This is an optimization exercise on Yosys and OpenROAD, whose aim is small area, not a production implementation. The RTL was checked by simulation tests, not by an equivalence proof against the original design. Power figures rest on the tool's default switching activity, not on a simulated workload.

the reference run:
==> flow/design.v (excerpt) <==
module digital_watch_fsm
#(
    parameter CLK_FREQ = 2_000,            
    parameter LED_BLINK_RATE = 400,        
    parameter REFRESH_BITS = 10            
)
(
    input  wire clk,
    input  wire reset,
    input  wire btn_mode,
    input  wire btn_start,
    input  wire btn_pause,
    input  wire btn_lap,
    input  wire btn_set,
    output wire [6:0] seg,
    output wire [7:0] an,
    output wire led,
    output wire [13:0] led1,
    output wire mode_led
);
    localparam IDLE    = 2'b00;
    localparam RUNNING = 2'b01;
    localparam PAUSED  = 2'b10;
    localparam TIME_UP = 2'b11;
    wire mode = btn_mode;    
    reg [1:0] state;
    reg [5:0] minutes, seconds;
    reg [5:0] lap_minutes, lap_seconds;
    reg set_mode_active;
    reg set_field;           
    reg [5:0] set_minutes, set_seconds;
    wire start_tick, pause_tick, lap_tick, set_tick;
  ...
Size in the first run: roughly 110 flip-flops, ~38 I/O pins, ~5800 um^2 of cells after synthesis.
export LEC_CHECK = 0
export ABC_AREA = 1
export CAP_MARGIN = 20
export CORE_MARGIN = 2
export CORE_UTILIZATION = 40
export SLEW_MARGIN = 20
create_clock -name core_clock -period 10.0 [get_ports {clk}]
run.sh (not shown) runs the stock make flow with config.mk's settings and CLKGATE_MAP_FILE= SYNTH_SCRIPT=/design/flow/synth_recipe.tcl, a recipe that flattens the netlist after the stock synthesis.
Edits applied to the flow inputs when going from the reference run to the trial run:
Settings: swapping 40 for 60 in CORE_UTILIZATION; putting CTS_BUF_LIST at sky130_fd_sc_hd__clkbuf_4 sky130_fd_sc_hd__clkbuf_8 where nothing was set.
--- outcome ---
- [compare] base=the reference run new=the trial run: utilization rose by 22 points, final cycle utilization of the critical path picked up an extra 4.2 points, clock network fraction of design power has decreased, post-route standard cell area excluding fillers decreased 3.0%, count of endpoints failing setup in the final report held steady.

Another version of the RTL of digital_watch_fsm (not shown whole).
For scale: about 480 cells after synthesis, roughly 38 I/O pins, ~0.0047 mm² of cells after synthesis.
==> flow/config.mk <==
export PLATFORM = sky130hd
export DESIGN_NAME = digital_watch_fsm
export DESIGN_NICKNAME = digital_watch_fsm
export VERILOG_FILES = /design/flow/design.v
export SDC_FILE = /design/flow/constraint.sdc
export NUM_CORES = 4
export LEC_CHECK = 0
export ABC_AREA = 1
export CAP_MARGIN = 20
export CORE_MARGIN = 2
export CORE_UTILIZATION = 60
export SLEW_MARGIN = 20
==> flow/constraint.sdc <==
create_clock -name core_clock -period 10.0 [get_ports {clk}]
set_input_delay 2.0000 -clock core_clock [delete_from_list [all_inputs] [get_ports {clk}]]
set_output_delay 2.0000 -clock core_clock [all_outputs]
set_load 0.01 [all_outputs]
standard.sh (not shown) runs the stock make flow with config.mk's settings and CLKGATE_MAP_FILE= SYNTH_SCRIPT=/design/flow/synth_recipe.tcl, a recipe that flattens the netlist after the stock synthesis.
==> flow/flow/run.sh <==
#!/bin/bash
# Standard flow, with three changes:
#  - after the standard synthesis, the combinational logic is re-mapped by ABC
#    with an area-oriented script (flip-flops, their names and cells untouched);
#  - port buffers use the smallest buffer cell;
#  - clock tree options from flow/cts_args.txt (no dummy loads).
# Each tool's output goes to a log file of its own in the work folder.
set -euo pipefail
W=$PWD
R=$W/orfs/results/$FLOW_PLATFORM/digital_watch_fsm/base
bash standard.sh $R/1_2_yosys.v > $W/synth.log 2>&1
cp $R/1_2_yosys.v $W/standard_netlist.v
RS_IN=$W/standard_netlist.v RS_OUT=$W/resynth.v RS_ABC=$W/flow/area.abc \
  yosys -c $W/flow/resynth.tcl > $W/resynth.log 2>&1
cp $W/resynth.v $R/1_2_yosys.v
bash standard.sh "BUFFER_PORTS_ARGS=-buffer_cell sky130_fd_sc_hd__buf_1" \
  "CTS_ARGS=$(cat $W/flow/cts_args.txt)" finish > $W/layout.log 2>&1
==> flow/flow/cts_args.txt <==
-sink_clustering_enable -repair_clock_nets -dont_use_dummy_load -buf_list {sky130_fd_sc_hd__clkbuf_8 sky130_fd_sc_hd__clkbuf_16} -sink_clustering_size 30 -sink_clustering_max_diameter 100
Other scripts of this flow, unchanged in this note and not shown: flow/flow/area.abc, flow/flow/resynth.tcl
Rerun with:
==> flow/flow/cts_args.txt (replaced) <==
-sink_clustering_enable -repair_clock_nets -dont_use_dummy_load -buf_list {sky130_fd_sc_hd__clkbuf_4 sky130_fd_sc_hd__clkbuf_8}
Effect: Hold slack does not change; routed wire length is unchanged; count of clock-buffer cells in the layout stays the same; register-to-register slack hardly moves.

== build 29 ==
digital_watch_fsm, a different RTL version from the one above (not shown whole).
Size in the first run: about 38 I/O pins, ~4600 sq um of cells after synthesis.
==> flow/config.mk <==
export PLATFORM = sky130hd
export DESIGN_NAME = digital_watch_fsm
export DESIGN_NICKNAME = digital_watch_fsm
export VERILOG_FILES = /design/flow/design.v
export SDC_FILE = /design/flow/constraint.sdc
export NUM_CORES = 4
export LEC_CHECK = 0
export ABC_AREA = 1
export CAP_MARGIN = 0
export CORE_MARGIN = 2
export CORE_UTILIZATION = 60
export SLEW_MARGIN = 0
==> flow/constraint.sdc <==
create_clock -name core_clock -period 10.0 [get_ports {clk}]
set_input_delay 2.0000 -clock core_clock [delete_from_list [all_inputs] [get_ports {clk}]]
set_output_delay 2.0000 -clock core_clock [all_outputs]
set_load 0.01 [all_outputs]
==> flow/flow/area.abc <==
strash; dc2; &get -n; &dch -f; &put; amap
Scripts as last shown in full above: flow/flow/run.sh
Other scripts of this flow, unchanged in this note and not shown: flow/flow/cts_args.txt, flow/flow/resynth.tcl
Build 29: flow completed, timing, DRC and antenna clean
#### Input delta (build 79 over build 29)
Settings: CAP_MARGIN changed from 0 to 20; SLEW_MARGIN changed from 0 to 20.
==> flow/flow/area.abc <==
strash; &get -n; &fraig -x; &put; scorr; dc2; dretime; strash; dc2; &get -n; &dch -f; &nf -R 1000 -p; &put
[summary]
Build 79 finished every stage and its layout cleared the timing, DRC and antenna checks.
Comparing design area for build 79 and build 29, the smaller number came from build 29.
Build 79 vs build 29, number of buffers outside the clock class in the layout went down by 1.
Lower multi-input gate count goes to build 79 over build 29.
Relative to build 79, the following input files were edited for build 28:
Settings: CAP_MARGIN now 0, was 20; SLEW_MARGIN now 0, was 20.
Notes after the runs:
Build 28 closes out successfully: all stages finished, all timing, DRC and antenna checks passed. Diff build 79 -> build 28 | routed wire length | decrease of about 1.2%. Build 28 has via count of the first global-routing pass below what build 79 had. Compared with build 79, build 28 shows a total combinational power that is about 0.8% lower. ~same design area in build 79 and build 28. Per the comparison of build 28 with build 79, sequential share of cell area did not really move, half-perimeter wire length of the detailed placement result did not really move, fmax went up, met3 wire length went up, wire length of the first global-routing pass went down. Build 79 and build 28 ended up with nearly the same core utilization. Switching portion of total power in build 28 is 0.21 points lower than in build 79.

separate check: timing with driven ports:
In the flow no input, the clock included, has a driving cell. The finished layouts below were timed again as built, in two steps. Step 1 (the two cells are an assumption about what drives the block):
set clk [get_ports {clk}]
set_driving_cell -lib_cell sky130_fd_sc_hd__clkbuf_16 $clk
set_driving_cell -lib_cell sky130_fd_sc_hd__buf_2 [delete_from_list [all_inputs] $clk]
Step 2 moves the port delays by t, midway between the first and last clock arrival at a register: inputs arrive t later, outputs are due t later. That takes back most of the time a late clock gives input paths. a / b / c = no drivers / after step 1 / after step 2; a / b = the first two.
run	t, ns	setup slack, ns	hold slack, ns
the reference run	0.390	2.779 / 2.740 / 3.130	0.343 / 0.343 / 0.343
the trial run	0.407	2.355 / 2.322 / 2.729	0.352 / 0.352 / 0.352
the first run of note 2	0.381	3.560 / 3.527 / 3.908	0.335 / 0.335 / 0.335
the second run of note 2	0.381	3.560 / 3.527 / 3.908	0.335 / 0.335 / 0.335
build 29	0.395	2.438 / 2.401 / 2.796	0.316 / 0.316 / 0.316
build 79	0.378	3.457 / 3.423 / 3.605	0.345 / 0.345 / 0.345
build 28	0.383	3.553 / 3.519 / 3.353	0.350 / 0.350 / 0.350
After both steps setup and hold are still met in every run listed. The setup slack of build 28, which loses most, moves by -0.034 ns with the drivers and by -0.200 ns with both steps.
